Background: an optimization exercise with open tools, aiming at small area. Do not read the settings as production practice. The RTL was checked by simulation tests, not by an equivalence proof against the original design. Power is estimated from default activity; no workload was simulated.

--- flow/design.v ---
module SonarOnChip (
    input  wire        wb_clk_i,
    input  wire        wb_rst_i,
    input  wire        wb_valid_i,
    input  wire [3:0]  wbs_adr_i,
    input  wire [15:0] wbs_dat_i,
    input  wire        wbs_strb_i,
    output             wbs_ack_o,
    output      [15:0] wbs_dat_o,
    input  wire        ce_pdm,
    input  wire        ce_pcm,
    input  wire        pdm_data_i,
    input  wire        mclear,
    output wire        cmp
);
  wire clk = wb_clk_i;
  wire rst = wb_rst_i;
  wire en  = ce_pcm;
  reg        ack;
  reg [15:0] rdata;
  reg [7:0]  control, amp;
  reg [15:0] a0, a1, a2, b1, b2, fb0, fb1, threshold, pcm_load;
  reg [15:0] timer, pcm;
  reg        q;
  assign wbs_ack_o = ack;
  assign wbs_dat_o = rdata;
  assign cmp = q;
  reg [15:0] rd;
  always @(*) begin
    case (wbs_adr_i)
      4'd0:  rd = {8'd0, control};
      4'd1:  rd = a0;
      4'd2:  rd = a1;
      4'd3:  rd = a2;
      4'd4:  rd = b1;
      4'd5:  rd = b2;
      4'd6:  rd = {8'd0, amp};
      4'd7:  rd = threshold;
      4'd8:  rd = timer;
      4'd9:  rd = pcm;
      4'd10: rd = pcm_load;
      4'd11: rd = fb0;
      4'd12: rd = fb1;
      default: rd = 16'd0;
    endcase
  end
  wire wr = wb_valid_i & wbs_strb_i;
  always @(posedge clk) rdata <= rd;
  always @(posedge clk) ack <= wb_valid_i & ~rst;
  wire [15:0] wz = wbs_dat_i & {16{~rst}};
  wire [15:0] wo = wbs_dat_i | {16{rst}};
  wire [15:0] we = {16{wr}} & (16'd1 << wbs_adr_i);
  always @(posedge clk) begin
    if (we[0]  | rst) control   <= {wz[7:3], wo[2], wz[1:0]};
    if (we[1]  | rst) a0        <= wz;
    if (we[2]  | rst) a1        <= wz;
    if (we[3]  | rst) a2        <= wz;
    if (we[4]  | rst) b1        <= wz;
    if (we[5]  | rst) b2        <= wz;
    if (we[6]  | rst) amp       <= wz[7:0];
    if (we[7]  | rst) threshold <= {wz[15:11], wo[10], wz[9:0]};
    if (we[10] | rst) pcm_load  <= wz;
    if (we[11] | rst) fb0       <= {wz[15:12], wo[11:0]};
    if (we[12] | rst) fb1       <= {wz[15], wo[14:0]};
  end
  reg [63:0] h;
  reg [6:0]  cnt;
  reg signed [7:0]  sd;
  reg signed [11:0] sb;
  wire v32 = cnt[6] | cnt[5];
  wire v64 = cnt[6];
  wire signed [7:0] xn  = pdm_data_i ? 8'sd1 : -8'sd1;
  wire signed [7:0] x32 = v32 ? (h[31] ? 8'sd2 : -8'sd2) : 8'sd0;
  wire signed [7:0] x64 = v64 ? (h[63] ? 8'sd1 : -8'sd1) : 8'sd0;
  always @(posedge clk) begin
    if (ce_pdm) h <= {h[62:0], pdm_data_i};
  end
  wire [7:0] dx = xn - x32 + x64;
  wire [7:0] sd_n;
  wire [8:0] sd_c;
  assign sd_c[0] = 1'b0;
  wire [11:0] sb_a = {{4{sd[7]}}, sd};
  wire [11:0] sb_n;
  wire [12:0] sb_c;
  assign sb_c[0] = 1'b0;
  wire [6:0] cnt_n;
  wire [7:0] cnt_c;
  assign cnt_c[0] = 1'b1;
  genvar gi;
  generate
    for (gi = 0; gi < 8; gi = gi + 1) begin : g_sd
      assign sd_n[gi] = sd[gi] ^ dx[gi] ^ sd_c[gi];
      assign sd_c[gi+1] = (sd[gi] & dx[gi]) | (sd[gi] & sd_c[gi]) | (dx[gi] & sd_c[gi]);
    end
    for (gi = 0; gi < 12; gi = gi + 1) begin : g_sb
      assign sb_n[gi] = sb[gi] ^ sb_a[gi] ^ sb_c[gi];
      assign sb_c[gi+1] = (sb[gi] & sb_a[gi]) | (sb[gi] & sb_c[gi]) | (sb_a[gi] & sb_c[gi]);
    end
    for (gi = 0; gi < 7; gi = gi + 1) begin : g_cnt
      assign cnt_n[gi] = cnt[gi] ^ cnt_c[gi];
      assign cnt_c[gi+1] = cnt[gi] & cnt_c[gi];
    end
  endgenerate
  always @(posedge clk) begin
    if (rst) begin
      cnt <= 7'd0;
      sd <= 8'sd0;
      sb <= 12'sd0;
    end else if (ce_pdm) begin
      if (!v64) cnt <= cnt_n;
      sd <= sd_n;
      sb <= sb_n;
    end
  end
  reg [3:0]  ph;
  reg [15:0] acc;         
  reg [15:0] yfir;        
  reg [15:0] yiir;        
  reg [15:0] yprev;       
  reg [11:0] xf1, xf2, xf3;
  reg [15:0] xi1, xi2;
  reg [14:0] xm1, xm2, xm3;
  reg [13:0] ymaf;        
  reg        v1, v2, v3;
  wire [15:0] gin  = control[2] ? pcm : yiir;
  wire [15:0] gout = gin << amp;
  wire [14:0] xmaf = gout[15] ? ~gout[14:0] : gout[14:0];
  reg [15:0] me, mm;
  reg        mng;
  always @(*) begin
    me = 16'd0;
    mm = 16'd0;
    mng = 1'b0;
    case (ph)
      4'd0:  begin me = fb0; mm = {{4{sb[11]}}, sb}; end
      4'd1:  begin me = fb1; if (v1) mm = {{4{xf1[11]}}, xf1}; end
      4'd2:  begin me = fb1; if (v2) mm = {{4{xf2[11]}}, xf2}; end
      4'd3:  begin me = fb0; if (v3) mm = {{4{xf3[11]}}, xf3}; end
      4'd5:  begin me = a0;  mm = pcm; end
      4'd6:  begin me = a1;  if (v1) mm = xi1; end
      4'd7:  begin me = a2;  if (v2) mm = xi2; end
      4'd8:  begin me = b1;  if (v1) begin mm = yiir;  mng = (yiir != 16'h8000); end end
      4'd9:  begin me = b2;  if (v2) begin mm = yprev; mng = (yprev != 16'h8000); end end
      4'd11: begin me = 16'h8000; mm = {1'b0, xmaf}; mng = 1'b1; end
      4'd12: begin me = 16'h8000; if (v1) mm = {1'b0, xm1}; mng = 1'b1; end
      4'd13: begin me = 16'h8000; if (v2) mm = {1'b0, xm2}; mng = 1'b1; end
      4'd14: begin me = 16'h8000; if (v3) mm = {1'b0, xm3}; mng = 1'b1; end
      default: ;
    endcase
  end
  wire [15:0] macc;
  mac u_mac (.e(me), .m(mm), .ng(mng), .a(acc), .y(macc));
  always @(posedge clk) if (!en && ph == 4'd4) yfir <= acc;
  always @(posedge clk) begin
    if (rst) begin
      v1 <= 1'b0; v2 <= 1'b0; v3 <= 1'b0;
    end else if (en) begin
      v1 <= 1'b1; v2 <= v1; v3 <= v2;
    end
  end
  always @(posedge clk) begin
    if (en) begin
      xf1 <= sb; xf2 <= xf1; xf3 <= xf2;
      xi1 <= pcm; xi2 <= xi1;
      xm1 <= xmaf; xm2 <= xm1; xm3 <= xm2;
    end
    if (!en && ph == 4'd10) begin yiir <= acc; yprev <= yiir; end
  end
  always @(posedge clk) begin
    if (rst) begin
      ph <= 4'd0;
      acc <= 16'd0;
      ymaf <= 14'd0;
      pcm <= 16'd0;
    end else if (en) begin
      ph <= 4'd0;
      acc <= 16'd0;
      pcm <= control[3] ? pcm_load : yfir;
    end else begin
      if (ph != 4'd15) ph <= ph + 4'd1;
      acc <= (ph == 4'd4 || ph == 4'd10) ? 16'd0 : macc;
      if (ph == 4'd15) ymaf <= acc[15:2];
    end
  end
  wire [15:0] cmp_a = {2'b00, ymaf};
  wire [16:0] gt_c;
  assign gt_c[0] = 1'b0;
  wire [15:0] timer_n;
  wire [16:0] timer_c;
  assign timer_c[0] = en & ~q;
  generate
    for (gi = 0; gi < 16; gi = gi + 1) begin : g_cmp
      assign gt_c[gi+1] = (cmp_a[gi] & ~threshold[gi]) | (cmp_a[gi] & gt_c[gi]) | (~threshold[gi] & gt_c[gi]);
    end
    for (gi = 0; gi < 16; gi = gi + 1) begin : g_timer
      assign timer_n[gi] = timer[gi] ^ timer_c[gi];
      assign timer_c[gi+1] = timer[gi] & timer_c[gi];
    end
  endgenerate
  wire over = gt_c[16];
  always @(posedge clk) begin
    if (rst) q <= 1'b0;
    else if (over) q <= 1'b1;
    else if (mclear) q <= 1'b0;
  end
  always @(posedge clk) begin
    if (rst | mclear) timer <= 16'd0;
    else timer <= timer_n;
  end
endmodule
module mac (
  input  wire [15:0] e,
  input  wire [15:0] m,
  input  wire        ng,
  input  wire [15:0] a,
  output wire [15:0] y
);
  wire bo1;
  wire bt2;
  wire bn3;
  wire pp4;
  wire pp5;
  wire pp6;
  wire pp7;
  wire pp8;
  wire pp9;
  wire pp10;
  wire pp11;
  wire pp12;
  wire pp13;
  wire pp14;
  wire pp15;
  wire pp16;
  wire pp17;
  wire pp18;
  wire pp19;
  wire pp20;
  wire bo21;
  wire bt22;
  wire bn23;
  wire pp24;
  wire pp25;
  wire pp26;
  wire pp27;
  wire pp28;
  wire pp29;
  wire pp30;
  wire pp31;
  wire pp32;
  wire pp33;
  wire pp34;
  wire pp35;
  wire pp36;
  wire pp37;
  wire pp38;
  wire pp39;
  wire pp40;
  wire bo41;
  wire bt42;
  wire bn43;
  wire pp44;
  wire pp45;
  wire pp46;
  wire pp47;
  wire pp48;
  wire pp49;
  wire pp50;
  wire pp51;
  wire pp52;
  wire pp53;
  wire pp54;
  wire pp55;
  wire pp56;
  wire pp57;
  wire pp58;
  wire pp59;
  wire pp60;
  wire bo61;
  wire bt62;
  wire bn63;
  wire pp64;
  wire pp65;
  wire pp66;
  wire pp67;
  wire pp68;
  wire pp69;
  wire pp70;
  wire pp71;
  wire pp72;
  wire pp73;
  wire pp74;
  wire pp75;
  wire pp76;
  wire pp77;
  wire pp78;
  wire pp79;
  wire pp80;
  wire bo81;
  wire bt82;
  wire bn83;
  wire pp84;
  wire pp85;
  wire pp86;
  wire pp87;
  wire pp88;
  wire pp89;
  wire pp90;
  wire pp91;
  wire pp92;
  wire pp93;
  wire pp94;
  wire pp95;
  wire pp96;
  wire pp97;
  wire pp98;
  wire pp99;
  wire pp100;
  wire bo101;
  wire bt102;
  wire bn103;
  wire pp104;
  wire pp105;
  wire pp106;
  wire pp107;
  wire pp108;
  wire pp109;
  wire pp110;
  wire pp111;
  wire pp112;
  wire pp113;
  wire pp114;
  wire pp115;
  wire pp116;
  wire pp117;
  wire pp118;
  wire pp119;
  wire pp120;
  wire bo121;
  wire bt122;
  wire bn123;
  wire pp124;
  wire pp125;
  wire pp126;
  wire pp127;
  wire pp128;
  wire pp129;
  wire pp130;
  wire pp131;
  wire pp132;
  wire pp133;
  wire pp134;
  wire pp135;
  wire pp136;
  wire pp137;
  wire pp138;
  wire pp139;
  wire pp140;
  wire bo141;
  wire bt142;
  wire bn143;
  wire pp144;
  wire pp145;
  wire pp146;
  wire pp147;
  wire pp148;
  wire pp149;
  wire pp150;
  wire pp151;
  wire pp152;
  wire pp153;
  wire pp154;
  wire pp155;
  wire pp156;
  wire pp157;
  wire pp158;
  wire pp159;
  wire pp160;
  wire nk161;
  wire nk162;
  wire nk163;
  wire nk164;
  wire nk165;
  wire nk166;
  wire nk167;
  wire nk168;
  wire s169;
  wire c170;
  wire s171;
  wire c172;
  wire s173;
  wire c174;
  wire s175;
  wire c176;
  wire s177;
  wire c178;
  wire s179;
  wire c180;
  wire s181;
  wire c182;
  wire s183;
  wire c184;
  wire s185;
  wire c186;
  wire s187;
  wire c188;
  wire s189;
  wire c190;
  wire s191;
  wire c192;
  wire s193;
  wire c194;
  wire s195;
  wire c196;
  wire s197;
  wire c198;
  wire s199;
  wire c200;
  wire s201;
  wire c202;
  wire s203;
  wire c204;
  wire s205;
  wire c206;
  wire s207;
  wire c208;
  wire s209;
  wire c210;
  wire s211;
  wire c212;
  wire s213;
  wire c214;
  wire s215;
  wire c216;
  wire s217;
  wire c218;
  wire s219;
  wire c220;
  wire s221;
  wire c222;
  wire s223;
  wire c224;
  wire s225;
  wire c226;
  wire s227;
  wire c228;
  wire s229;
  wire c230;
  wire s231;
  wire c232;
  wire s233;
  wire c234;
  wire s235;
  wire c236;
  wire s237;
  wire c238;
  wire s239;
  wire c240;
  wire s241;
  wire c242;
  wire s243;
  wire c244;
  wire s245;
  wire c246;
  wire s247;
  wire c248;
  wire s249;
  wire c250;
  wire s251;
  wire c252;
  wire s253;
  wire c254;
  wire s255;
  wire c256;
  wire s257;
  wire c258;
  wire s259;
  wire c260;
  wire s261;
  wire c262;
  wire s263;
  wire c264;
  wire s265;
  wire c266;
  wire s267;
  wire c268;
  wire s269;
  wire c270;
  wire s271;
  wire c272;
  wire s273;
  wire c274;
  wire s275;
  wire c276;
  wire s277;
  wire c278;
  wire s279;
  wire c280;
  wire s281;
  wire c282;
  wire s283;
  wire c284;
  wire s285;
  wire c286;
  wire s287;
  wire c288;
  wire s289;
  wire c290;
  wire s291;
  wire c292;
  wire s293;
  wire c294;
  wire s295;
  wire c296;
  wire s297;
  wire c298;
  wire s299;
  wire c300;
  wire s301;
  wire c302;
  wire s303;
  wire c304;
  wire s305;
  wire c306;
  wire s307;
  wire c308;
  wire s309;
  wire c310;
  wire s311;
  wire c312;
  wire s313;
  wire c314;
  wire s315;
  wire c316;
  wire s317;
  wire c318;
  wire s319;
  wire c320;
  wire s321;
  wire c322;
  wire s323;
  wire c324;
  wire s325;
  wire c326;
  wire s327;
  wire c328;
  wire s329;
  wire c330;
  wire s331;
  wire c332;
  wire s333;
  wire c334;
  wire s335;
  wire c336;
  wire s337;
  wire c338;
  wire s339;
  wire c340;
  wire s341;
  wire c342;
  wire s343;
  wire c344;
  wire s345;
  wire c346;
  wire s347;
  wire c348;
  wire s349;
  wire c350;
  wire s351;
  wire c352;
  wire s353;
  wire c354;
  wire s355;
  wire c356;
  wire s357;
  wire c358;
  wire s359;
  wire c360;
  wire s361;
  wire c362;
  wire s363;
  wire c364;
  wire s365;
  wire c366;
  wire s367;
  wire c368;
  wire s369;
  wire c370;
  wire s371;
  wire c372;
  wire s373;
  wire c374;
  wire s375;
  wire c376;
  wire s377;
  wire c378;
  wire s379;
  wire c380;
  wire s381;
  wire c382;
  wire s383;
  wire c384;
  wire s385;
  wire c386;
  wire s387;
  wire c388;
  wire s389;
  wire c390;
  wire s391;
  wire c392;
  wire s393;
  wire c394;
  wire s395;
  wire c396;
  wire s397;
  wire c398;
  wire s399;
  wire c400;
  wire s401;
  wire c402;
  wire s403;
  wire c404;
  wire s405;
  wire c406;
  wire c407;
  wire c408;
  wire c409;
  wire c410;
  wire c411;
  wire c412;
  wire c413;
  wire c414;
  wire c415;
  wire c416;
  wire c417;
  wire c418;
  wire c419;
  wire c420;
  wire c421;
  wire s422;
  wire c423;
  wire s424;
  wire c425;
  wire s426;
  wire c427;
  wire s428;
  wire c429;
  wire s430;
  wire c431;
  wire s432;
  wire c433;
  wire s434;
  wire c435;
  wire s436;
  wire c437;
  wire s438;
  wire c439;
  wire s440;
  wire c441;
  wire s442;
  wire c443;
  wire s444;
  wire c445;
  wire s446;
  wire c447;
  wire s448;
  wire c449;
  wire s450;
  wire c451;
  wire s452;
  wire c453;
  assign bo1 = e[0] ^ 1'b0;
  assign bt2 = (e[1] & ~e[0] & ~1'b0) | (~e[1] & e[0] & 1'b0);
  assign bn3 = e[1] ^ ng;
  assign pp4 = ((bo1 & m[0]) | (bt2 & 1'b0)) ^ bn3;
  assign pp5 = ((bo1 & m[1]) | (bt2 & m[0])) ^ bn3;
  assign pp6 = ((bo1 & m[2]) | (bt2 & m[1])) ^ bn3;
  assign pp7 = ((bo1 & m[3]) | (bt2 & m[2])) ^ bn3;
  assign pp8 = ((bo1 & m[4]) | (bt2 & m[3])) ^ bn3;
  assign pp9 = ((bo1 & m[5]) | (bt2 & m[4])) ^ bn3;
  assign pp10 = ((bo1 & m[6]) | (bt2 & m[5])) ^ bn3;
  assign pp11 = ((bo1 & m[7]) | (bt2 & m[6])) ^ bn3;
  assign pp12 = ((bo1 & m[8]) | (bt2 & m[7])) ^ bn3;
  assign pp13 = ((bo1 & m[9]) | (bt2 & m[8])) ^ bn3;
  assign pp14 = ((bo1 & m[10]) | (bt2 & m[9])) ^ bn3;
  assign pp15 = ((bo1 & m[11]) | (bt2 & m[10])) ^ bn3;
  assign pp16 = ((bo1 & m[12]) | (bt2 & m[11])) ^ bn3;
  assign pp17 = ((bo1 & m[13]) | (bt2 & m[12])) ^ bn3;
  assign pp18 = ((bo1 & m[14]) | (bt2 & m[13])) ^ bn3;
  assign pp19 = ((bo1 & m[15]) | (bt2 & m[14])) ^ bn3;
  assign pp20 = ~(((bo1 & m[15]) | (bt2 & m[15])) ^ bn3);
  assign bo21 = e[2] ^ e[1];
  assign bt22 = (e[3] & ~e[2] & ~e[1]) | (~e[3] & e[2] & e[1]);
  assign bn23 = e[3] ^ ng;
  assign pp24 = ((bo21 & m[0]) | (bt22 & 1'b0)) ^ bn23;
  assign pp25 = ((bo21 & m[1]) | (bt22 & m[0])) ^ bn23;
  assign pp26 = ((bo21 & m[2]) | (bt22 & m[1])) ^ bn23;
  assign pp27 = ((bo21 & m[3]) | (bt22 & m[2])) ^ bn23;
  assign pp28 = ((bo21 & m[4]) | (bt22 & m[3])) ^ bn23;
  assign pp29 = ((bo21 & m[5]) | (bt22 & m[4])) ^ bn23;
  assign pp30 = ((bo21 & m[6]) | (bt22 & m[5])) ^ bn23;
  assign pp31 = ((bo21 & m[7]) | (bt22 & m[6])) ^ bn23;
  assign pp32 = ((bo21 & m[8]) | (bt22 & m[7])) ^ bn23;
  assign pp33 = ((bo21 & m[9]) | (bt22 & m[8])) ^ bn23;
  assign pp34 = ((bo21 & m[10]) | (bt22 & m[9])) ^ bn23;
  assign pp35 = ((bo21 & m[11]) | (bt22 & m[10])) ^ bn23;
  assign pp36 = ((bo21 & m[12]) | (bt22 & m[11])) ^ bn23;
  assign pp37 = ((bo21 & m[13]) | (bt22 & m[12])) ^ bn23;
  assign pp38 = ((bo21 & m[14]) | (bt22 & m[13])) ^ bn23;
  assign pp39 = ((bo21 & m[15]) | (bt22 & m[14])) ^ bn23;
  assign pp40 = ~(((bo21 & m[15]) | (bt22 & m[15])) ^ bn23);
  assign bo41 = e[4] ^ e[3];
  assign bt42 = (e[5] & ~e[4] & ~e[3]) | (~e[5] & e[4] & e[3]);
  assign bn43 = e[5] ^ ng;
  assign pp44 = ((bo41 & m[0]) | (bt42 & 1'b0)) ^ bn43;
  assign pp45 = ((bo41 & m[1]) | (bt42 & m[0])) ^ bn43;
  assign pp46 = ((bo41 & m[2]) | (bt42 & m[1])) ^ bn43;
  assign pp47 = ((bo41 & m[3]) | (bt42 & m[2])) ^ bn43;
  assign pp48 = ((bo41 & m[4]) | (bt42 & m[3])) ^ bn43;
  assign pp49 = ((bo41 & m[5]) | (bt42 & m[4])) ^ bn43;
  assign pp50 = ((bo41 & m[6]) | (bt42 & m[5])) ^ bn43;
  assign pp51 = ((bo41 & m[7]) | (bt42 & m[6])) ^ bn43;
  assign pp52 = ((bo41 & m[8]) | (bt42 & m[7])) ^ bn43;
  assign pp53 = ((bo41 & m[9]) | (bt42 & m[8])) ^ bn43;
  assign pp54 = ((bo41 & m[10]) | (bt42 & m[9])) ^ bn43;
  assign pp55 = ((bo41 & m[11]) | (bt42 & m[10])) ^ bn43;
  assign pp56 = ((bo41 & m[12]) | (bt42 & m[11])) ^ bn43;
  assign pp57 = ((bo41 & m[13]) | (bt42 & m[12])) ^ bn43;
  assign pp58 = ((bo41 & m[14]) | (bt42 & m[13])) ^ bn43;
  assign pp59 = ((bo41 & m[15]) | (bt42 & m[14])) ^ bn43;
  assign pp60 = ~(((bo41 & m[15]) | (bt42 & m[15])) ^ bn43);
  assign bo61 = e[6] ^ e[5];
  assign bt62 = (e[7] & ~e[6] & ~e[5]) | (~e[7] & e[6] & e[5]);
  assign bn63 = e[7] ^ ng;
  assign pp64 = ((bo61 & m[0]) | (bt62 & 1'b0)) ^ bn63;
  assign pp65 = ((bo61 & m[1]) | (bt62 & m[0])) ^ bn63;
  assign pp66 = ((bo61 & m[2]) | (bt62 & m[1])) ^ bn63;
  assign pp67 = ((bo61 & m[3]) | (bt62 & m[2])) ^ bn63;
  assign pp68 = ((bo61 & m[4]) | (bt62 & m[3])) ^ bn63;
  assign pp69 = ((bo61 & m[5]) | (bt62 & m[4])) ^ bn63;
  assign pp70 = ((bo61 & m[6]) | (bt62 & m[5])) ^ bn63;
  assign pp71 = ((bo61 & m[7]) | (bt62 & m[6])) ^ bn63;
  assign pp72 = ((bo61 & m[8]) | (bt62 & m[7])) ^ bn63;
  assign pp73 = ((bo61 & m[9]) | (bt62 & m[8])) ^ bn63;
  assign pp74 = ((bo61 & m[10]) | (bt62 & m[9])) ^ bn63;
  assign pp75 = ((bo61 & m[11]) | (bt62 & m[10])) ^ bn63;
  assign pp76 = ((bo61 & m[12]) | (bt62 & m[11])) ^ bn63;
  assign pp77 = ((bo61 & m[13]) | (bt62 & m[12])) ^ bn63;
  assign pp78 = ((bo61 & m[14]) | (bt62 & m[13])) ^ bn63;
  assign pp79 = ((bo61 & m[15]) | (bt62 & m[14])) ^ bn63;
  assign pp80 = ~(((bo61 & m[15]) | (bt62 & m[15])) ^ bn63);
  assign bo81 = e[8] ^ e[7];
  assign bt82 = (e[9] & ~e[8] & ~e[7]) | (~e[9] & e[8] & e[7]);
  assign bn83 = e[9] ^ ng;
  assign pp84 = ((bo81 & m[0]) | (bt82 & 1'b0)) ^ bn83;
  assign pp85 = ((bo81 & m[1]) | (bt82 & m[0])) ^ bn83;
  assign pp86 = ((bo81 & m[2]) | (bt82 & m[1])) ^ bn83;
  assign pp87 = ((bo81 & m[3]) | (bt82 & m[2])) ^ bn83;
  assign pp88 = ((bo81 & m[4]) | (bt82 & m[3])) ^ bn83;
  assign pp89 = ((bo81 & m[5]) | (bt82 & m[4])) ^ bn83;
  assign pp90 = ((bo81 & m[6]) | (bt82 & m[5])) ^ bn83;
  assign pp91 = ((bo81 & m[7]) | (bt82 & m[6])) ^ bn83;
  assign pp92 = ((bo81 & m[8]) | (bt82 & m[7])) ^ bn83;
  assign pp93 = ((bo81 & m[9]) | (bt82 & m[8])) ^ bn83;
  assign pp94 = ((bo81 & m[10]) | (bt82 & m[9])) ^ bn83;
  assign pp95 = ((bo81 & m[11]) | (bt82 & m[10])) ^ bn83;
  assign pp96 = ((bo81 & m[12]) | (bt82 & m[11])) ^ bn83;
  assign pp97 = ((bo81 & m[13]) | (bt82 & m[12])) ^ bn83;
  assign pp98 = ((bo81 & m[14]) | (bt82 & m[13])) ^ bn83;
  assign pp99 = ((bo81 & m[15]) | (bt82 & m[14])) ^ bn83;
  assign pp100 = ~(((bo81 & m[15]) | (bt82 & m[15])) ^ bn83);
  assign bo101 = e[10] ^ e[9];
  assign bt102 = (e[11] & ~e[10] & ~e[9]) | (~e[11] & e[10] & e[9]);
  assign bn103 = e[11] ^ ng;
  assign pp104 = ((bo101 & m[0]) | (bt102 & 1'b0)) ^ bn103;
  assign pp105 = ((bo101 & m[1]) | (bt102 & m[0])) ^ bn103;
  assign pp106 = ((bo101 & m[2]) | (bt102 & m[1])) ^ bn103;
  assign pp107 = ((bo101 & m[3]) | (bt102 & m[2])) ^ bn103;
  assign pp108 = ((bo101 & m[4]) | (bt102 & m[3])) ^ bn103;
  assign pp109 = ((bo101 & m[5]) | (bt102 & m[4])) ^ bn103;
  assign pp110 = ((bo101 & m[6]) | (bt102 & m[5])) ^ bn103;
  assign pp111 = ((bo101 & m[7]) | (bt102 & m[6])) ^ bn103;
  assign pp112 = ((bo101 & m[8]) | (bt102 & m[7])) ^ bn103;
  assign pp113 = ((bo101 & m[9]) | (bt102 & m[8])) ^ bn103;
  assign pp114 = ((bo101 & m[10]) | (bt102 & m[9])) ^ bn103;
  assign pp115 = ((bo101 & m[11]) | (bt102 & m[10])) ^ bn103;
  assign pp116 = ((bo101 & m[12]) | (bt102 & m[11])) ^ bn103;
  assign pp117 = ((bo101 & m[13]) | (bt102 & m[12])) ^ bn103;
  assign pp118 = ((bo101 & m[14]) | (bt102 & m[13])) ^ bn103;
  assign pp119 = ((bo101 & m[15]) | (bt102 & m[14])) ^ bn103;
  assign pp120 = ~(((bo101 & m[15]) | (bt102 & m[15])) ^ bn103);
  assign bo121 = e[12] ^ e[11];
  assign bt122 = (e[13] & ~e[12] & ~e[11]) | (~e[13] & e[12] & e[11]);
  assign bn123 = e[13] ^ ng;
  assign pp124 = ((bo121 & m[0]) | (bt122 & 1'b0)) ^ bn123;
  assign pp125 = ((bo121 & m[1]) | (bt122 & m[0])) ^ bn123;
  assign pp126 = ((bo121 & m[2]) | (bt122 & m[1])) ^ bn123;
  assign pp127 = ((bo121 & m[3]) | (bt122 & m[2])) ^ bn123;
  assign pp128 = ((bo121 & m[4]) | (bt122 & m[3])) ^ bn123;
  assign pp129 = ((bo121 & m[5]) | (bt122 & m[4])) ^ bn123;
  assign pp130 = ((bo121 & m[6]) | (bt122 & m[5])) ^ bn123;
  assign pp131 = ((bo121 & m[7]) | (bt122 & m[6])) ^ bn123;
  assign pp132 = ((bo121 & m[8]) | (bt122 & m[7])) ^ bn123;
  assign pp133 = ((bo121 & m[9]) | (bt122 & m[8])) ^ bn123;
  assign pp134 = ((bo121 & m[10]) | (bt122 & m[9])) ^ bn123;
  assign pp135 = ((bo121 & m[11]) | (bt122 & m[10])) ^ bn123;
  assign pp136 = ((bo121 & m[12]) | (bt122 & m[11])) ^ bn123;
  assign pp137 = ((bo121 & m[13]) | (bt122 & m[12])) ^ bn123;
  assign pp138 = ((bo121 & m[14]) | (bt122 & m[13])) ^ bn123;
  assign pp139 = ((bo121 & m[15]) | (bt122 & m[14])) ^ bn123;
  assign pp140 = ~(((bo121 & m[15]) | (bt122 & m[15])) ^ bn123);
  assign bo141 = e[14] ^ e[13];
  assign bt142 = (e[15] & ~e[14] & ~e[13]) | (~e[15] & e[14] & e[13]);
  assign bn143 = e[15] ^ ng;
  assign pp144 = ((bo141 & m[0]) | (bt142 & 1'b0)) ^ bn143;
  assign pp145 = ((bo141 & m[1]) | (bt142 & m[0])) ^ bn143;
  assign pp146 = ((bo141 & m[2]) | (bt142 & m[1])) ^ bn143;
  assign pp147 = ((bo141 & m[3]) | (bt142 & m[2])) ^ bn143;
  assign pp148 = ((bo141 & m[4]) | (bt142 & m[3])) ^ bn143;
  assign pp149 = ((bo141 & m[5]) | (bt142 & m[4])) ^ bn143;
  assign pp150 = ((bo141 & m[6]) | (bt142 & m[5])) ^ bn143;
  assign pp151 = ((bo141 & m[7]) | (bt142 & m[6])) ^ bn143;
  assign pp152 = ((bo141 & m[8]) | (bt142 & m[7])) ^ bn143;
  assign pp153 = ((bo141 & m[9]) | (bt142 & m[8])) ^ bn143;
  assign pp154 = ((bo141 & m[10]) | (bt142 & m[9])) ^ bn143;
  assign pp155 = ((bo141 & m[11]) | (bt142 & m[10])) ^ bn143;
  assign pp156 = ((bo141 & m[12]) | (bt142 & m[11])) ^ bn143;
  assign pp157 = ((bo141 & m[13]) | (bt142 & m[12])) ^ bn143;
  assign pp158 = ((bo141 & m[14]) | (bt142 & m[13])) ^ bn143;
  assign pp159 = ((bo141 & m[15]) | (bt142 & m[14])) ^ bn143;
  assign pp160 = ~(((bo141 & m[15]) | (bt142 & m[15])) ^ bn143);
  assign nk161 = ~pp20;
  assign nk162 = ~pp39;
  assign nk163 = ~pp59;
  assign nk164 = ~pp79;
  assign nk165 = ~pp99;
  assign nk166 = ~pp119;
  assign nk167 = ~pp139;
  assign nk168 = ~pp159;
  assign s169 = pp14 ^ pp32;
  assign c170 = pp14 & pp32;
  assign s171 = pp15 ^ pp33;
  assign c172 = pp15 & pp33;
  assign s173 = pp16 ^ pp34 ^ pp52;
  assign c174 = (pp16 & pp34) | (pp16 & pp52) | (pp34 & pp52);
  assign s175 = pp70 ^ pp88;
  assign c176 = pp70 & pp88;
  assign s177 = pp17 ^ pp35 ^ pp53;
  assign c178 = (pp17 & pp35) | (pp17 & pp53) | (pp35 & pp53);
  assign s179 = pp71 ^ pp89;
  assign c180 = pp71 & pp89;
  assign s181 = pp18 ^ pp36 ^ pp54;
  assign c182 = (pp18 & pp36) | (pp18 & pp54) | (pp36 & pp54);
  assign s183 = pp72 ^ pp90 ^ pp108;
  assign c184 = (pp72 & pp90) | (pp72 & pp108) | (pp90 & pp108);
  assign s185 = pp126 ^ pp144;
  assign c186 = pp126 & pp144;
  assign s187 = pp19 ^ pp37 ^ pp55;
  assign c188 = (pp19 & pp37) | (pp19 & pp55) | (pp37 & pp55);
  assign s189 = pp73 ^ pp91 ^ pp109;
  assign c190 = (pp73 & pp91) | (pp73 & pp109) | (pp91 & pp109);
  assign s191 = pp127 ^ pp145 ^ a[0];
  assign c192 = (pp127 & pp145) | (pp127 & a[0]) | (pp145 & a[0]);
  assign s193 = pp38 ^ pp56 ^ pp74;
  assign c194 = (pp38 & pp56) | (pp38 & pp74) | (pp56 & pp74);
  assign s195 = pp92 ^ pp110 ^ pp128;
  assign c196 = (pp92 & pp110) | (pp92 & pp128) | (pp110 & pp128);
  assign s197 = pp146 ^ a[1] ^ nk161;
  assign c198 = (pp146 & a[1]) | (pp146 & nk161) | (a[1] & nk161);
  assign s199 = pp57 ^ pp75 ^ pp93;
  assign c200 = (pp57 & pp75) | (pp57 & pp93) | (pp75 & pp93);
  assign s201 = pp111 ^ pp129 ^ pp147;
  assign c202 = (pp111 & pp129) | (pp111 & pp147) | (pp129 & pp147);
  assign s203 = a[2] ^ pp20 ^ nk162;
  assign c204 = (a[2] & pp20) | (a[2] & nk162) | (pp20 & nk162);
  assign s205 = pp40 ^ pp58 ^ pp76;
  assign c206 = (pp40 & pp58) | (pp40 & pp76) | (pp58 & pp76);
  assign s207 = pp94 ^ pp112 ^ pp130;
  assign c208 = (pp94 & pp112) | (pp94 & pp130) | (pp112 & pp130);
  assign s209 = pp148 ^ a[3] ^ pp39;
  assign c210 = (pp148 & a[3]) | (pp148 & pp39) | (a[3] & pp39);
  assign s211 = pp77 ^ pp95 ^ pp113;
  assign c212 = (pp77 & pp95) | (pp77 & pp113) | (pp95 & pp113);
  assign s213 = pp131 ^ pp149 ^ a[4];
  assign c214 = (pp131 & pp149) | (pp131 & a[4]) | (pp149 & a[4]);
  assign s215 = pp60 ^ pp78 ^ pp96;
  assign c216 = (pp60 & pp78) | (pp60 & pp96) | (pp78 & pp96);
  assign s217 = pp114 ^ pp132 ^ pp150;
  assign c218 = (pp114 & pp132) | (pp114 & pp150) | (pp132 & pp150);
  assign s219 = pp97 ^ pp115 ^ pp133;
  assign c220 = (pp97 & pp115) | (pp97 & pp133) | (pp115 & pp133);
  assign s221 = pp80 ^ pp98 ^ pp116;
  assign c222 = (pp80 & pp98) | (pp80 & pp116) | (pp98 & pp116);
  assign s223 = pp10 ^ pp28;
  assign c224 = pp10 & pp28;
  assign s225 = pp11 ^ pp29;
  assign c226 = pp11 & pp29;
  assign s227 = pp12 ^ pp30 ^ pp48;
  assign c228 = (pp12 & pp30) | (pp12 & pp48) | (pp30 & pp48);
  assign s229 = pp66 ^ pp84;
  assign c230 = pp66 & pp84;
  assign s231 = pp13 ^ pp31 ^ pp49;
  assign c232 = (pp13 & pp31) | (pp13 & pp49) | (pp31 & pp49);
  assign s233 = pp67 ^ pp85;
  assign c234 = pp67 & pp85;
  assign s235 = pp50 ^ pp68 ^ pp86;
  assign c236 = (pp50 & pp68) | (pp50 & pp86) | (pp68 & pp86);
  assign s237 = pp104 ^ bn103 ^ s169;
  assign c238 = (pp104 & bn103) | (pp104 & s169) | (bn103 & s169);
  assign s239 = pp51 ^ pp69 ^ pp87;
  assign c240 = (pp51 & pp69) | (pp51 & pp87) | (pp69 & pp87);
  assign s241 = pp105 ^ c170 ^ s171;
  assign c242 = (pp105 & c170) | (pp105 & s171) | (c170 & s171);
  assign s243 = pp106 ^ pp124 ^ bn123;
  assign c244 = (pp106 & pp124) | (pp106 & bn123) | (pp124 & bn123);
  assign s245 = c172 ^ s173 ^ s175;
  assign c246 = (c172 & s173) | (c172 & s175) | (s173 & s175);
  assign s247 = pp107 ^ pp125 ^ c174;
  assign c248 = (pp107 & pp125) | (pp107 & c174) | (pp125 & c174);
  assign s249 = c176 ^ s177 ^ s179;
  assign c250 = (c176 & s177) | (c176 & s179) | (s177 & s179);
  assign s251 = bn143 ^ c178 ^ c180;
  assign c252 = (bn143 & c178) | (bn143 & c180) | (c178 & c180);
  assign s253 = s181 ^ s183 ^ s185;
  assign c254 = (s181 & s183) | (s181 & s185) | (s183 & s185);
  assign s255 = c182 ^ c184 ^ c186;
  assign c256 = (c182 & c184) | (c182 & c186) | (c184 & c186);
  assign s257 = s187 ^ s189 ^ s191;
  assign c258 = (s187 & s189) | (s187 & s191) | (s189 & s191);
  assign s259 = c188 ^ c190 ^ c192;
  assign c260 = (c188 & c190) | (c188 & c192) | (c190 & c192);
  assign s261 = s193 ^ s195 ^ s197;
  assign c262 = (s193 & s195) | (s193 & s197) | (s195 & s197);
  assign s263 = c194 ^ c196 ^ c198;
  assign c264 = (c194 & c196) | (c194 & c198) | (c196 & c198);
  assign s265 = s199 ^ s201 ^ s203;
  assign c266 = (s199 & s201) | (s199 & s203) | (s201 & s203);
  assign s267 = c200 ^ c202 ^ c204;
  assign c268 = (c200 & c202) | (c200 & c204) | (c202 & c204);
  assign s269 = s205 ^ s207 ^ s209;
  assign c270 = (s205 & s207) | (s205 & s209) | (s207 & s209);
  assign s271 = nk163 ^ c206 ^ c208;
  assign c272 = (nk163 & c206) | (nk163 & c208) | (c206 & c208);
  assign s273 = c210 ^ s211 ^ s213;
  assign c274 = (c210 & s211) | (c210 & s213) | (s211 & s213);
  assign s275 = a[5] ^ pp59 ^ c212;
  assign c276 = (a[5] & pp59) | (a[5] & c212) | (pp59 & c212);
  assign s277 = c214 ^ s215 ^ s217;
  assign c278 = (c214 & s215) | (c214 & s217) | (s215 & s217);
  assign s279 = pp151 ^ a[6] ^ nk164;
  assign c280 = (pp151 & a[6]) | (pp151 & nk164) | (a[6] & nk164);
  assign s281 = c216 ^ c218 ^ s219;
  assign c282 = (c216 & c218) | (c216 & s219) | (c218 & s219);
  assign s283 = pp134 ^ pp152 ^ a[7];
  assign c284 = (pp134 & pp152) | (pp134 & a[7]) | (pp152 & a[7]);
  assign s285 = pp79 ^ c220 ^ s221;
  assign c286 = (pp79 & c220) | (pp79 & s221) | (c220 & s221);
  assign s287 = pp117 ^ pp135 ^ pp153;
  assign c288 = (pp117 & pp135) | (pp117 & pp153) | (pp135 & pp153);
  assign s289 = a[8] ^ nk165 ^ c222;
  assign c290 = (a[8] & nk165) | (a[8] & c222) | (nk165 & c222);
  assign s291 = pp100 ^ pp118 ^ pp136;
  assign c292 = (pp100 & pp118) | (pp100 & pp136) | (pp118 & pp136);
  assign s293 = pp154 ^ a[9] ^ pp99;
  assign c294 = (pp154 & a[9]) | (pp154 & pp99) | (a[9] & pp99);
  assign s295 = pp137 ^ pp155 ^ a[10];
  assign c296 = (pp137 & pp155) | (pp137 & a[10]) | (pp155 & a[10]);
  assign s297 = pp120 ^ pp138 ^ pp156;
  assign c298 = (pp120 & pp138) | (pp120 & pp156) | (pp138 & pp156);
  assign s299 = pp8 ^ pp26;
  assign c300 = pp8 & pp26;
  assign s301 = pp9 ^ pp27;
  assign c302 = pp9 & pp27;
  assign s303 = pp46 ^ pp64 ^ bn63;
  assign c304 = (pp46 & pp64) | (pp46 & bn63) | (pp64 & bn63);
  assign s305 = pp47 ^ pp65 ^ c224;
  assign c306 = (pp47 & pp65) | (pp47 & c224) | (pp65 & c224);
  assign s307 = bn83 ^ c226 ^ s227;
  assign c308 = (bn83 & c226) | (bn83 & s227) | (c226 & s227);
  assign s309 = c228 ^ c230 ^ s231;
  assign c310 = (c228 & c230) | (c228 & s231) | (c230 & s231);
  assign s311 = c232 ^ c234 ^ s235;
  assign c312 = (c232 & c234) | (c232 & s235) | (c234 & s235);
  assign s313 = c236 ^ c238 ^ s239;
  assign c314 = (c236 & c238) | (c236 & s239) | (c238 & s239);
  assign s315 = c240 ^ c242 ^ s243;
  assign c316 = (c240 & c242) | (c240 & s243) | (c242 & s243);
  assign s317 = c244 ^ c246 ^ s247;
  assign c318 = (c244 & c246) | (c244 & s247) | (c246 & s247);
  assign s319 = c248 ^ c250 ^ s251;
  assign c320 = (c248 & c250) | (c248 & s251) | (c250 & s251);
  assign s321 = c252 ^ c254 ^ s255;
  assign c322 = (c252 & c254) | (c252 & s255) | (c254 & s255);
  assign s323 = c256 ^ c258 ^ s259;
  assign c324 = (c256 & c258) | (c256 & s259) | (c258 & s259);
  assign s325 = c260 ^ c262 ^ s263;
  assign c326 = (c260 & c262) | (c260 & s263) | (c262 & s263);
  assign s327 = c264 ^ c266 ^ s267;
  assign c328 = (c264 & c266) | (c264 & s267) | (c266 & s267);
  assign s329 = c268 ^ c270 ^ s271;
  assign c330 = (c268 & c270) | (c268 & s271) | (c270 & s271);
  assign s331 = c272 ^ c274 ^ s275;
  assign c332 = (c272 & c274) | (c272 & s275) | (c274 & s275);
  assign s333 = c276 ^ c278 ^ s279;
  assign c334 = (c276 & c278) | (c276 & s279) | (c278 & s279);
  assign s335 = c280 ^ c282 ^ s283;
  assign c336 = (c280 & c282) | (c280 & s283) | (c282 & s283);
  assign s337 = c284 ^ c286 ^ s287;
  assign c338 = (c284 & c286) | (c284 & s287) | (c286 & s287);
  assign s339 = c288 ^ c290 ^ s291;
  assign c340 = (c288 & c290) | (c288 & s291) | (c290 & s291);
  assign s341 = nk166 ^ c292 ^ c294;
  assign c342 = (nk166 & c292) | (nk166 & c294) | (c292 & c294);
  assign s343 = a[11] ^ pp119 ^ c296;
  assign c344 = (a[11] & pp119) | (a[11] & c296) | (pp119 & c296);
  assign s345 = pp157 ^ a[12] ^ nk167;
  assign c346 = (pp157 & a[12]) | (pp157 & nk167) | (a[12] & nk167);
  assign s347 = pp140 ^ pp158 ^ a[13];
  assign c348 = (pp140 & pp158) | (pp140 & a[13]) | (pp158 & a[13]);
  assign s349 = pp6 ^ pp24;
  assign c350 = pp6 & pp24;
  assign s351 = pp7 ^ pp25;
  assign c352 = pp7 & pp25;
  assign s353 = pp44 ^ bn43 ^ s299;
  assign c354 = (pp44 & bn43) | (pp44 & s299) | (bn43 & s299);
  assign s355 = pp45 ^ c300 ^ s301;
  assign c356 = (pp45 & c300) | (pp45 & s301) | (c300 & s301);
  assign s357 = s223 ^ c302 ^ s303;
  assign c358 = (s223 & c302) | (s223 & s303) | (c302 & s303);
  assign s359 = s225 ^ c304 ^ s305;
  assign c360 = (s225 & c304) | (s225 & s305) | (c304 & s305);
  assign s361 = s229 ^ c306 ^ s307;
  assign c362 = (s229 & c306) | (s229 & s307) | (c306 & s307);
  assign s363 = s233 ^ c308 ^ s309;
  assign c364 = (s233 & c308) | (s233 & s309) | (c308 & s309);
  assign s365 = s237 ^ c310 ^ s311;
  assign c366 = (s237 & c310) | (s237 & s311) | (c310 & s311);
  assign s367 = s241 ^ c312 ^ s313;
  assign c368 = (s241 & c312) | (s241 & s313) | (c312 & s313);
  assign s369 = s245 ^ c314 ^ s315;
  assign c370 = (s245 & c314) | (s245 & s315) | (c314 & s315);
  assign s371 = s249 ^ c316 ^ s317;
  assign c372 = (s249 & c316) | (s249 & s317) | (c316 & s317);
  assign s373 = s253 ^ c318 ^ s319;
  assign c374 = (s253 & c318) | (s253 & s319) | (c318 & s319);
  assign s375 = s257 ^ c320 ^ s321;
  assign c376 = (s257 & c320) | (s257 & s321) | (c320 & s321);
  assign s377 = s261 ^ c322 ^ s323;
  assign c378 = (s261 & c322) | (s261 & s323) | (c322 & s323);
  assign s379 = s265 ^ c324 ^ s325;
  assign c380 = (s265 & c324) | (s265 & s325) | (c324 & s325);
  assign s381 = s269 ^ c326 ^ s327;
  assign c382 = (s269 & c326) | (s269 & s327) | (c326 & s327);
  assign s383 = s273 ^ c328 ^ s329;
  assign c384 = (s273 & c328) | (s273 & s329) | (c328 & s329);
  assign s385 = s277 ^ c330 ^ s331;
  assign c386 = (s277 & c330) | (s277 & s331) | (c330 & s331);
  assign s387 = s281 ^ c332 ^ s333;
  assign c388 = (s281 & c332) | (s281 & s333) | (c332 & s333);
  assign s389 = s285 ^ c334 ^ s335;
  assign c390 = (s285 & c334) | (s285 & s335) | (c334 & s335);
  assign s391 = s289 ^ c336 ^ s337;
  assign c392 = (s289 & c336) | (s289 & s337) | (c336 & s337);
  assign s393 = s293 ^ c338 ^ s339;
  assign c394 = (s293 & c338) | (s293 & s339) | (c338 & s339);
  assign s395 = s295 ^ c340 ^ s341;
  assign c396 = (s295 & c340) | (s295 & s341) | (c340 & s341);
  assign s397 = s297 ^ c342 ^ s343;
  assign c398 = (s297 & c342) | (s297 & s343) | (c342 & s343);
  assign s399 = c298 ^ c344 ^ s345;
  assign c400 = (c298 & c344) | (c298 & s345) | (c344 & s345);
  assign s401 = pp139 ^ c346 ^ s347;
  assign c402 = (pp139 & c346) | (pp139 & s347) | (c346 & s347);
  assign s403 = a[14] ^ nk168 ^ c348;
  assign c404 = (a[14] & nk168) | (a[14] & c348) | (nk168 & c348);
  assign s405 = pp160 ^ a[15] ^ pp159;
  assign c406 = (pp160 & a[15]) | (pp160 & pp159) | (a[15] & pp159);
  assign c407 = pp4 & bn3;
  assign c408 = pp5 & c407;
  assign c409 = (bn23 & s349) | (bn23 & c408) | (s349 & c408);
  assign c410 = (c350 & s351) | (c350 & c409) | (s351 & c409);
  assign c411 = (c352 & s353) | (c352 & c410) | (s353 & c410);
  assign c412 = (c354 & s355) | (c354 & c411) | (s355 & c411);
  assign c413 = (c356 & s357) | (c356 & c412) | (s357 & c412);
  assign c414 = (c358 & s359) | (c358 & c413) | (s359 & c413);
  assign c415 = (c360 & s361) | (c360 & c414) | (s361 & c414);
  assign c416 = (c362 & s363) | (c362 & c415) | (s363 & c415);
  assign c417 = (c364 & s365) | (c364 & c416) | (s365 & c416);
  assign c418 = (c366 & s367) | (c366 & c417) | (s367 & c417);
  assign c419 = (c368 & s369) | (c368 & c418) | (s369 & c418);
  assign c420 = (c370 & s371) | (c370 & c419) | (s371 & c419);
  assign c421 = (c372 & s373) | (c372 & c420) | (s373 & c420);
  assign s422 = c374 ^ s375 ^ c421;
  assign c423 = (c374 & s375) | (c374 & c421) | (s375 & c421);
  assign s424 = c376 ^ s377 ^ c423;
  assign c425 = (c376 & s377) | (c376 & c423) | (s377 & c423);
  assign s426 = c378 ^ s379 ^ c425;
  assign c427 = (c378 & s379) | (c378 & c425) | (s379 & c425);
  assign s428 = c380 ^ s381 ^ c427;
  assign c429 = (c380 & s381) | (c380 & c427) | (s381 & c427);
  assign s430 = c382 ^ s383 ^ c429;
  assign c431 = (c382 & s383) | (c382 & c429) | (s383 & c429);
  assign s432 = c384 ^ s385 ^ c431;
  assign c433 = (c384 & s385) | (c384 & c431) | (s385 & c431);
  assign s434 = c386 ^ s387 ^ c433;
  assign c435 = (c386 & s387) | (c386 & c433) | (s387 & c433);
  assign s436 = c388 ^ s389 ^ c435;
  assign c437 = (c388 & s389) | (c388 & c435) | (s389 & c435);
  assign s438 = c390 ^ s391 ^ c437;
  assign c439 = (c390 & s391) | (c390 & c437) | (s391 & c437);
  assign s440 = c392 ^ s393 ^ c439;
  assign c441 = (c392 & s393) | (c392 & c439) | (s393 & c439);
  assign s442 = c394 ^ s395 ^ c441;
  assign c443 = (c394 & s395) | (c394 & c441) | (s395 & c441);
  assign s444 = c396 ^ s397 ^ c443;
  assign c445 = (c396 & s397) | (c396 & c443) | (s397 & c443);
  assign s446 = c398 ^ s399 ^ c445;
  assign c447 = (c398 & s399) | (c398 & c445) | (s399 & c445);
  assign s448 = c400 ^ s401 ^ c447;
  assign c449 = (c400 & s401) | (c400 & c447) | (s401 & c447);
  assign s450 = c402 ^ s403 ^ c449;
  assign c451 = (c402 & s403) | (c402 & c449) | (s403 & c449);
  assign s452 = c404 ^ s405 ^ c451;
  assign c453 = (c404 & s405) | (c404 & c451) | (s405 & c451);
  assign y = {s452, s450, s448, s446, s444, s442, s440, s438, s436, s434, s432, s430, s428, s426, s424, s422};
endmodule
--- flow/run.sh ---
#!/bin/bash
# synth_recipe.tcl (not shown) runs the flow's synth.tcl, then flattens the netlist and writes it again
# the make line also repeats each setting of config.mk as NAME=value (left out here)
make -C /OpenROAD-flow-scripts/flow DESIGN_CONFIG=/design/flow/config.mk WORK_HOME=/design/flow/orfs CLKGATE_MAP_FILE= SYNTH_SCRIPT=/design/flow/synth_recipe.tcl finish
--- flow/config.mk ---
export PLATFORM = sky130hd
export DESIGN_NAME = SonarOnChip
export DESIGN_NICKNAME = SonarOnChip
export VERILOG_FILES = /design/flow/design.v
export SDC_FILE = /design/flow/constraint.sdc
export NUM_CORES = 4
export LEC_CHECK = 0
export CAP_MARGIN = 20
export CORE_MARGIN = 2
export CORE_UTILIZATION = 60
export CTS_BUF_LIST = sky130_fd_sc_hd__clkbuf_8
export CTS_CLUSTER_DIAMETER = 50
export CTS_CLUSTER_SIZE = 15
export PLACE_DENSITY = 0.7
export SLEW_MARGIN = 20
--- flow/constraint.sdc ---
create_clock -name core_clock -period 15.0 [get_ports {wb_clk_i}]
set_input_delay 3.0000 -clock core_clock [delete_from_list [all_inputs] [get_ports {wb_clk_i}]]
set_output_delay 3.0000 -clock core_clock [all_outputs]
set_load 0.01 [all_outputs]
==> tab_implementation.tex <==
\begin{tabular}{lr}
\hline
Metric & Value \\
\hline
\multicolumn{2}{l}{\textbf{Outcome}} \\
\quad Run status & complete, no violations \\
\multicolumn{2}{l}{\textbf{Logic synthesis}} \\
\quad Synth Area in Compound Gates & 0.141 \\
\quad Post-synthesis simple-gate area fraction & 0.0817 \\
\quad Fraction of synthesized area in multiplexers & 0.0315 \\
\quad Cell taking the most area after synthesis & edfxtp\_1 \\
\quad Combinational family with the most area after synthesis & compound AO/OA/AOI/OAI gates \\
\quad Synthesized netlist net count & 2414 \\
\quad Synthesis warning total & 1 \\
\quad Number of unique standard cell types used by synthesis & 72 \\
\quad Synth top area cells & edfxtp\_1 (43\%), fa\_1 (10\%), dfxtp\_1 (8.5\%), xnor2\_1 (3.5\%), a22oi\_1 (3.4\%) \\
\quad FF+latch count, synth & 499 \\
\quad Post-synth top flop & edfxtp\_1 \\
\quad Syn Inst Count & 2208 \\
\quad Async S/R FF share, synth & 0 \\
\quad Number of synthesized flops with an enable pin & 385 \\
\quad Adder-cell share of the synthesized area & 0.128 \\
\quad Post-synthesis sequential area ratio & 0.517 \\
\quad Area of the mapped netlist & 26800 um\^{}2 \\
\quad Syn Area/Cell & 12.1 um\^{}2 \\
\quad Share of the synthesized area in the top cell type & 0.432 \\
\quad XOR/XNOR Fraction of Synth Area & 0.0589 \\
\multicolumn{2}{l}{\textbf{Clock tree}} \\
\quad Count of hold-fix buffers inserted at cts & 0 \\
\quad Resized cells post-CTS & 0 \\
\quad Deepest clock path buffer count & 3 \\
\quad Later-pin clock latency in the skew report & 680 ps \\
\quad Clock tree from TritonCTS & done \\
\quad Total clock buffers created by CTS & 46 \\
\quad Root Buffer & clkbuf\_8 \\
\quad Clock Sinks & 499 \\
\quad Number of H-tree levels & 2 \\
\quad Clock-pin slew reported for the worst setup and hold paths after clock tree synthesis & 90 ps \\
\quad Buffers inserted during post-CTS setup optimization & 0 \\
\multicolumn{2}{l}{\textbf{Critical path}} \\
\quad Largest stage delay on the critical path & 910 ps \\
\quad Startpoint types & register \\
\quad Max FO, Critical Path & 22 \\
\quad CP arrival & 13320 ps \\
\quad Endpoint type of the worst setup path & register \\
\quad CP Class & register to register \\
\quad Highest-delay cell along the critical path & edfxtp\_1 \\
\quad Data required time of the critical path & 15610 ps \\
\quad Critical path's most frequent cell & fa\_1 \\
\multicolumn{2}{l}{\textbf{Timing}} \\
\quad Achievable Freq & 78.7 MHz \\
\quad Hold violation total from the final report & 0 \\
\quad RSZ-0062 raised after global routing & false \\
\quad Minimum clock period after layout & 12710 ps \\
\quad Setup Total Neg Slack & 0 ps \\
\quad Pin slew with the least headroom to its limit & 1290 ps \\
\quad Count of final setup violators & 0 \\
\quad Number of slew-limit violations in the final report & 0 \\
\quad Slew Limit Headroom & 0.140 \\
\quad Clock skew & 43.7 ps \\
\quad Part of the cycle the worst path needs & 0.847 \\
\multicolumn{2}{l}{\textbf{Routing}} \\
\quad Vias per Instance & 6.69 \\
\quad Met2 wirelength from detailed routing & 34000 um \\
\quad Metal3 WL & 9120 um \\
\quad Detailed-route wire length & 76800 um \\
\quad Top metal layer carrying routed signals & met4 \\
\quad Initial DRC count & 2909 \\
\quad Routed length on met1 & 30500 um \\
\quad Via Count & 19006 \\
\quad Routed wirelength normalized by instance count & 27.0 um \\
\quad \# DRC & 0 \\
\quad Number of optimization iterations in the first detailed-route pass & 9 \\
\quad Number of routed nets with antenna violations & 0 \\
\multicolumn{2}{l}{\textbf{Power and ir drop}} \\
\quad Power per cell area & 164 nW/um\^{}2 \\
\quad Maximum vdd drop & 0.000327 V \\
\quad Leakage power figure & 0.0106 uW \\
\multicolumn{2}{l}{\textbf{Final layout}} \\
\quad Register with the most flip-flops & h \\
\quad Area grow syn2layout & 8.34\% \\
\quad Register area & 13800 um\^{}2 \\
\quad Layout cells sized above 1 & 0.103 \\
\quad Share of the core filled with cells & 0.657 \\
\quad Flip-flop count of the largest register, all copies and words added & 64 \\
\quad Layout net count & 2418 \\
\quad Area occupied by multi-input gates & 12000 um\^{}2 \\
\quad Total of fill cells in the finished design & 3410 \\
\multicolumn{2}{l}{\textbf{Global routing}} \\
\quad Antenna violations before repair & 2 \\
\quad Number of global-route vias before repair & 18861 \\
\quad Overflow after GRT & 0 \\
\quad Maximum number of pins on one net before global-route repair & 93 \\
\quad Global Route Usage Sum & 0.335 \\
\quad First-pass GRT wire length & 116000 um \\
\multicolumn{2}{l}{\textbf{Hold path}} \\
\quad Kind of path behind the tightest hold check & register to register \\
\multicolumn{2}{l}{\textbf{Floorplanning}} \\
\quad Core area & 44100 um\^{}2 \\
\quad Effective utilization at floorplan & 0.607 \\
\quad \# rows & 77 \\
\quad Die Height & 215 um \\
\quad Io pins & 46 \\
\quad Die area & 46300 um\^{}2 \\
\quad Chip Width & 215 um \\
\multicolumn{2}{l}{\textbf{Flow run}} \\
\quad Max-cap violation count & 0 \\
\multicolumn{2}{l}{\textbf{Placed design}} \\
\quad RePlAce Congestion & 0.942 \\
\quad Post-detail-place hpwl & 53800 um \\
\quad Buffers added on ports & 45 \\
\hline
\end{tabular}
## Yosys cell counts (21+ instances only)
cell type,number
a211oi_1,24
a21oi_1,56
a221oi_1,35
a222oi_1,36
a22o_1,35
a22oi_1,121
and2_1,22
clkbuf_1,134
dfxtp_1,114
edfxtp_1,385
fa_1,135
ha_1,43
inv_1,149
mux2i_1,54
nand2_1,120
nand3_1,37
nor2_1,116
nor2b_1,35
nor3_1,23
o21ai_0,31
o22ai_1,82
or2_2,21
xnor2_1,106
xor2_1,74
## where the power goes
| part | internal (uW) | total (uW) | switching, uW |
|---|---|---|---|
| registers | 1610 | 1710 | 98.1 |
| clock network | 352 | 838 | 486 |
| logic | 966 | 2210 | 1240 |
| total | 2930 | 4760 | 1830 |
## critical path, delay by kind of cell, from the launching register on
kind            cells  cell delay (ps)
compound gates      7             2140
xor+xnor            4              700
fa+ha+maj          19             6080
buf+inv            11             1570
flops               1              910
mux                 2              640
simple gates        4              540
## metal layers
layer	vias to the layer above	global-route usage
li1	8176	-
met5	-	0
met1	9362	0.483
met4	0	0.129
met3	203	0.0769
met2	1265	0.498
## cell usage in the layout (no fill, tap or decap), types with 35 or more instances in the layout
master,count
dfxtp_1,114
o22ai_1,82
edfxtp_1,385
xor2_1,72
nor2_1,111
clkbuf_8,49
nor2b_1,35
fa_1,135
buf_4,60
a21oi_1,56
nand2_1,120
a222oi_1,36
inv_1,162
ha_1,43
a22oi_1,121
mux2i_1,54
clkdlybuf4s50_1,42
nand3_1,37
xnor2_1,103
a22o_1,35
## cells by family (layout without fill, tap and decap cells)
| logic type | Yosys count | count (layout) |
|---|---|---|
| AO/OA/AOI/OAI | 508 | 508 |
| flip-flops | 499 | 499 |
| AND/OR/NAND/NOR | 448 | 448 |
| buffers and inverters | 303 | 343 |
| adder cells (fa/ha/maj) | 194 | 194 |
| XOR/XNOR | 180 | 180 |
| multiplexers | 76 | 76 |
| other | 0 | 1 |
## area by class of cell
| cell class | count | share of cell area |
|---|---|---|
| repair buffers | 105 | 0.0318 |
| flip-flops and latches | 499 | 0.477 |
| clock inverters | 35 | 0.00927 |
| inverters | 154 | 0.0199 |
| clock buffers | 49 | 0.0233 |
| multi-input cells | 1406 | 0.413 |
| well taps | 592 | 0.0255 |
| diodes | 1 | 0.0000863 |
## worst paths after layout
path	slack, ps	cells after the start	endpoint	from
worst max-delay path	2290	47	acc[15]	amp[1]
worst max register to register	2290	47	acc[15]	amp[1]
worst min register to register	410	0	h[28]	h[27]
worst min-delay path	410	0	h[28]	h[27]
## per-stage QoR
step                hold WS (ps)  cells  area (um^2)  total power (uW)  setup WS, ps
CTS                          412   2839        29000              4800          2140
global placement             401   2755        28000              3870          2540
global route                 419   2841        29000              5200          1710
floorplan                    400   2208        26800              3370          3360
detailed placement           405   2755        28000              3960          2180
finish                       408   2841        29000              4760          2290

[re-timing with driven ports]
Ports are ideal in the flow. The routed layout listed here was re-timed in OpenROAD.
Step 1 sets driving cells, clkbuf_16 on the clock port and buf_2 on the other inputs (assumed; they add their load-dependent delay and slew).
Step 2, shift: input delay + t, output delay - t, t = (earliest + latest rising clock arrival at the registers) / 2. This alone moves slack from input paths to output paths.
a / b / c = ideal ports / drivers / drivers and shift; a / b = the first two.
t (ns): 0.718
setup slack, ns: 2.289 / 2.289 / 2.289
hold slack, ns: 0.408 / 0.408 / 0.408
After both steps this run still meets setup and hold. The setup slack of this run moves by 0.000 ns with the drivers and by 0.000 ns with both steps.
